What follows belongs to an exercise in optimizing a design on an open flow for small area; a production flow would make more cautious choices. In this exercise RTL edits were held to simulation tests only and were not proved equivalent to the original. Power and IR drop assume default switching activity.

== garnet ==
==> flow/design.v <==
module uart_rx (
   input        i_Clock,
   input        i_Reset,
   input        i_Rx_Serial,
   output       o_Cmd,       
   output       o_Pop,       
   output       o_Hold,      
   output       o_Wr_Win,    
   output [7:0] o_Lane       
   );
  localparam s_IDLE   = 3'b000;
  localparam s_CMD2   = 3'b001;   
  localparam s_CLEAN  = 3'b010;   
  localparam s_CMD1   = 3'b011;   
  localparam s_START  = 3'b100;
  localparam s_STARTC = 3'b101;   
  localparam s_STOP   = 3'b110;
  localparam s_DATA   = 3'b111;
  reg       r_Rx_Data;
  reg [2:0] r_SM;
  reg [6:0] r_Cnt;
  reg [2:0] r_Idx;
  reg       r_Hold;
  reg       r_Miss;
  wire w_Busy  = r_SM[2];
  wire w_Start = r_SM[2] & ~r_SM[1];
  wire w_Data  = (r_SM == s_DATA);
  wire w_Half  = r_Cnt[5] & r_Cnt[3] & r_Cnt[1] & r_Cnt[0];    
  wire w_Full  = r_Cnt[6] & r_Cnt[4] & r_Cnt[2] & r_Cnt[1];    
  wire w_End   = w_Start ? w_Half : w_Full;
  wire w_Samp  = w_Data & w_Full;
  wire [7:0] c_Cmd = 8'h5C;
  wire w_Exp = c_Cmd[r_Idx];
  wire [7:0] w_Cry;
  assign w_Cry[0] = 1'b1;
  genvar c;
  generate
    for (c = 0; c < 7; c = c + 1)
      begin : inc
        assign w_Cry[c+1] = w_Cry[c] & r_Cnt[c];
      end
  endgenerate
  always @(posedge i_Clock)
    begin
      if (i_Reset)
        r_Rx_Data <= 1'b1;
      else
        r_Rx_Data <= i_Rx_Serial;
    end
  always @(posedge i_Clock)
    begin
      r_Cnt <= {7{w_Busy & ~w_End}} & (r_Cnt ^ w_Cry[6:0]);
      if (w_Samp)
        begin
          r_Hold <= r_Rx_Data;
          r_Miss <= ((r_Idx != 0) & r_Miss) | (r_Rx_Data ^ w_Exp);
        end
    end
  always @(posedge i_Clock)
    begin
      if (i_Reset)
        begin
          r_SM  <= s_IDLE;
          r_Idx <= 0;
        end
      else
        begin
          if (w_Samp)
            r_Idx <= r_Idx + 1;
          case (r_SM)
            s_START, s_STARTC :
              if (w_Half)
                r_SM <= r_Rx_Data ? s_IDLE : s_DATA;
              else
                r_SM <= s_START;
            s_DATA :
              if (w_Full && r_Idx == 7)
                r_SM <= s_STOP;
            s_STOP :
              if (w_Full)
                r_SM <= s_CLEAN;
            s_CLEAN :
              r_SM <= s_CMD1;
            s_CMD1 :
              r_SM <= r_Rx_Data ? s_CMD2 : s_STARTC;
            default :
              r_SM <= r_Rx_Data ? s_IDLE : s_START;
          endcase
        end
    end
  assign o_Cmd    = r_SM[0] & ~r_SM[1];
  assign o_Pop    = !r_Miss;
  assign o_Hold   = r_Hold;
  assign o_Wr_Win = (r_Cnt[6:5] == 2'b00) &
                    ((w_Data & (r_Idx != 0)) | (r_SM == s_STOP));
  genvar g;
  generate
    for (g = 0; g < 8; g = g + 1)
      begin : lane
        assign o_Lane[g] = (r_Idx == ((g + 1) % 8));
      end
  endgenerate
endmodule
module uart_tx (
   input        i_Clock,
   input        i_Reset,
   input        i_Rd,        
   input        i_Empty,     
   input        i_Hit,       
   input        i_Bit,       
   output [2:0] o_Lane,
   output       o_Tx_Active,
   output reg   o_Tx_Serial,
   output       o_Tx_Done
   );
  localparam s_IDLE  = 3'b000;
  localparam s_IDLED = 3'b001;   
  localparam s_CLEAN = 3'b010;
  localparam s_PRED  = 3'b011;
  localparam s_PRE   = 3'b100;
  localparam s_DATA  = 3'b101;
  localparam s_START = 3'b110;
  localparam s_STOP  = 3'b111;
  reg [2:0] r_SM;
  reg [6:0] r_Cnt;
  reg [2:0] r_Idx;    
  reg       r_Next;
  reg       r_Zero;
  wire w_Busy  = r_SM[2] & (r_SM[1] | r_SM[0]);
  wire w_Ready = ~r_SM[2] & ~(r_SM[1] & r_SM[0]);
  wire w_Data  = (r_SM == s_DATA);
  wire w_Start = (r_SM == s_START);
  wire w_Full  = r_Cnt[6] & r_Cnt[4] & r_Cnt[2] & r_Cnt[1];    
  wire w_Fetch = (w_Start | w_Data) & (r_Cnt[6:5] == 2'b01) & i_Hit;
  wire [7:0] w_Cry;
  assign w_Cry[0] = 1'b1;
  genvar c;
  generate
    for (c = 0; c < 7; c = c + 1)
      begin : inc
        assign w_Cry[c+1] = w_Cry[c] & r_Cnt[c];
      end
  endgenerate
  always @(posedge i_Clock)
    begin
      r_Cnt <= {7{w_Busy & ~w_Full}} & (r_Cnt ^ w_Cry[6:0]);
      if (w_Fetch)
        r_Next <= i_Bit;
      if (w_Ready & i_Rd)
        r_Zero <= i_Empty;
    end
  always @(posedge i_Clock)
    begin
      if (i_Reset)
        begin
          r_SM        <= s_IDLE;
          r_Idx       <= 0;
          o_Tx_Serial <= 1'b1;
        end
      else
        begin
          if (w_Full && (w_Start || (w_Data && r_Idx != 0)))
            r_Idx <= r_Idx + 1;
          if (w_Start)
            o_Tx_Serial <= 1'b0;
          else if (w_Data)
            begin
              if (r_Cnt == 0)
                o_Tx_Serial <= r_Next & ~r_Zero;
            end
          else
            o_Tx_Serial <= 1'b1;
          case (r_SM)
            s_IDLE, s_IDLED :
              r_SM <= i_Rd ? s_PRE : s_IDLE;
            s_CLEAN :
              r_SM <= i_Rd ? s_PRED : s_IDLED;
            s_PRE, s_PRED :
              r_SM <= s_START;
            s_START :
              if (w_Full)
                r_SM <= s_DATA;
            s_DATA :
              if (w_Full && r_Idx == 0)
                r_SM <= s_STOP;
            s_STOP :
              if (w_Full)
                r_SM <= s_CLEAN;
          endcase
        end
    end
  assign o_Lane      = r_Idx;
  assign o_Tx_Active = w_Busy;
  assign o_Tx_Done   = ~r_SM[2] & (r_SM[1] | r_SM[0]);
endmodule
module synq_fifo (
    input        clk,
    input        rst,
    input        wr_en,      
    input        rd_en,      
    input        lane_wr,    
    input  [7:0] lane_sel,
    input        lane_bit,
    input  [2:0] rd_lane,    
    output       rd_hit,     
    output       rd_bit,
    output       f_empty,
    output       f_full
    );
    reg [7:0] r_Ring [0:31];
    reg [4:0] a_pos, b_pos;
    reg       r_last_push;    
    wire w_eq   = (a_pos == b_pos);
    wire w_pop  = rd_en & ~f_empty;
    wire w_push = wr_en & ~f_full;
    wire w_wr   = lane_wr & (b_pos == 5'd0) & ~f_full;
    wire [5:0] a_bor, b_bor;
    assign a_bor[0] = ~w_pop;
    assign b_bor[0] = ~w_push;
    genvar g;
    generate
        for (g = 0; g < 5; g = g + 1)
        begin : dec
            assign a_bor[g+1] = a_bor[g] & ~a_pos[g];
            assign b_bor[g+1] = b_bor[g] & ~b_pos[g];
        end
    endgenerate
    integer i;
    always @(posedge clk)
    begin
        for (i = 0; i < 31; i = i + 1)
            r_Ring[i] <= r_Ring[i+1];
        r_Ring[31] <= (w_wr ? lane_sel : 8'h00) & {8{lane_bit}} |
                      (w_wr ? ~lane_sel : 8'hFF) & r_Ring[0];
    end
    always @(posedge clk)
    begin
        if (rst)
        begin
            a_pos  <= 0;
            b_pos  <= 0;
            r_last_push <= 0;
        end
        else
        begin
            a_pos <= a_pos ^ a_bor[4:0];
            b_pos <= b_pos ^ b_bor[4:0];
            if (w_pop)
                r_last_push <= 0;
            else if (w_push)
                r_last_push <= 1;
        end
    end
    assign rd_hit  = (a_pos == 5'd1);
    assign rd_bit  = r_Ring[0][rd_lane];
    assign f_empty = w_eq & ~r_last_push;
    assign f_full  = w_eq & r_last_push;
endmodule
module control_logic(
    input  i_Cmd,
    input  i_Pop,
    output o_wr_en,
    output o_rd_en
    );
    assign o_wr_en = i_Cmd & ~i_Pop;
    assign o_rd_en = i_Cmd & i_Pop;
endmodule
module top(
    input Clock,
    input Reset,
    input Rx_Serial,
    output f_full,
    output f_empty,
    output Tx_Active,
    output Tx_Serial,
    output Tx_Done
    );
    wire       cmd, pop, hold, wr_win, rd, wr, hit, rbit;
    wire [7:0] lane;
    wire [2:0] tx_lane;
uart_rx uart_rx_inst(
   .i_Clock(Clock),
   .i_Reset(Reset),
   .i_Rx_Serial(Rx_Serial),
   .o_Cmd(cmd),
   .o_Pop(pop),
   .o_Hold(hold),
   .o_Wr_Win(wr_win),
   .o_Lane(lane)
   );
control_logic control_logic_inst(
    .i_Cmd(cmd),
    .i_Pop(pop),
    .o_wr_en(wr),
    .o_rd_en(rd)
    );
synq_fifo synq_fifo_inst(
    .clk(Clock),
    .rst(Reset),
    .wr_en(wr),
    .rd_en(rd),
    .lane_wr(wr_win),
    .lane_sel(lane),
    .lane_bit(hold),
    .rd_lane(tx_lane),
    .rd_hit(hit),
    .rd_bit(rbit),
    .f_empty(f_empty),
    .f_full(f_full)
    );
uart_tx uart_tx_inst(
   .i_Clock(Clock),
   .i_Reset(Reset),
   .i_Rd(rd),
   .i_Empty(f_empty),
   .i_Hit(hit),
   .i_Bit(rbit),
   .o_Lane(tx_lane),
   .o_Tx_Active(Tx_Active),
   .o_Tx_Serial(Tx_Serial),
   .o_Tx_Done(Tx_Done)
   );
endmodule
export LEC_CHECK = 0
export CAP_MARGIN = 20
export CORE_MARGIN = 2
export CORE_UTILIZATION = 70
export CTS_BUF_LIST = sky130_fd_sc_hd__clkbuf_8
export CTS_CLUSTER_DIAMETER = 50
export CTS_CLUSTER_SIZE = 20
export PLACE_DENSITY = 0.85
export SLEW_MARGIN = 20
create_clock -name core_clock -period 10.0 [get_ports {Clock}]
run.sh (not shown) runs the stock make flow with config.mk's settings and CLKGATE_MAP_FILE= SYNTH_SCRIPT=/design/flow/synth_recipe.tcl, a recipe that flattens the netlist after the stock synthesis.
garnet reached the final stage; the timing, DRC and antenna checks on its layout passed.
diff inputs: garnet => harbor
Settings: a change of CTS_CLUSTER_SIZE from 20 to 35; a change of CTS_BUF_LIST from sky130_fd_sc_hd__clkbuf_8 to sky130_fd_sc_hd__clkbuf_16; a change of CTS_CLUSTER_DIAMETER from 50 to 60.
==> comparison <==
No run among harbor and garnet stopped early or left any final violation; all are clean.
Total power: harbor above garnet
Worst hold margin in harbor is 0.0084 ns above garnet.
Final cell area: harbor above garnet
Maximum frequency delta (garnet -> harbor): insignificant
Higher met1 track demand over resource in global routing among harbor and garnet: harbor
Re sequential cell count: no difference whatsoever between harbor and garnet.
#### Input delta (yarrow over harbor)
Settings: swapping 60 for 45 in CTS_CLUSTER_DIAMETER; swapping 35 for 22 in CTS_CLUSTER_SIZE; swapping sky130_fd_sc_hd__clkbuf_16 for sky130_fd_sc_hd__clkbuf_8 in CTS_BUF_LIST.
==> flow/flow/run.sh (new file) <==
#!/bin/bash
# Standard layout, with the clock tree built without dummy loads.
cat standard.sh > standard_sh_copy.log
export CTS_ARGS="-sink_clustering_enable -repair_clock_nets -sink_clustering_size 22 -sink_clustering_max_diameter 45 -buf_list sky130_fd_sc_hd__clkbuf_8 -dont_use_dummy_load"
bash standard.sh > standard.log 2>&1
==> flow/standard.sh (new file) <==
#!/bin/bash
# synth_recipe.tcl (not shown) runs the flow's synth.tcl, then flattens the netlist and writes it again
# the make line also repeats each setting of config.mk as NAME=value (left out here)
make -C /OpenROAD-flow-scripts/flow DESIGN_CONFIG=/design/flow/config.mk WORK_HOME=/design/flow/orfs CLKGATE_MAP_FILE= SYNTH_SCRIPT=/design/flow/synth_recipe.tcl "${@:-finish}"
removed: flow/run.sh
--- outcome ---
- Summary — clock power, yarrow relative to harbor: lower, by 19%.
- Delta(normalized max-slew margin, yarrow - harbor) > 0
- Comparing harbor with yarrow, the setup slack came out essentially unchanged.

==> port drivers added, routing unchanged <==
The results above use ideal ports. As a check the final layouts listed here were re-extracted and re-timed, cells and wires unchanged. Step 1 sets driving cells, clkbuf_16 on the clock port and buf_2 on the other inputs (assumed; they add their load-dependent delay and slew). Step 2 moves the port delays by t, midway between the first and last clock arrival at a register: inputs arrive t later, outputs are due t later. That takes back most of the time a late clock gives input paths. Slacks: ideal ports / drivers / drivers and shift; pairs: ideal ports / drivers.
run	t, ns	setup slack, ns	slew at the worst register clock pin (ns)	pins driven straight from the clock port
garnet	0.539	5.376 / 5.340 / 5.879	0.12 / 0.12	1
harbor	0.507	5.377 / 5.337 / 5.844	0.12 / 0.12	1
yarrow	0.522	5.379 / 5.344 / 5.867	0.12 / 0.12	1
After both steps every run listed still meets setup and hold.
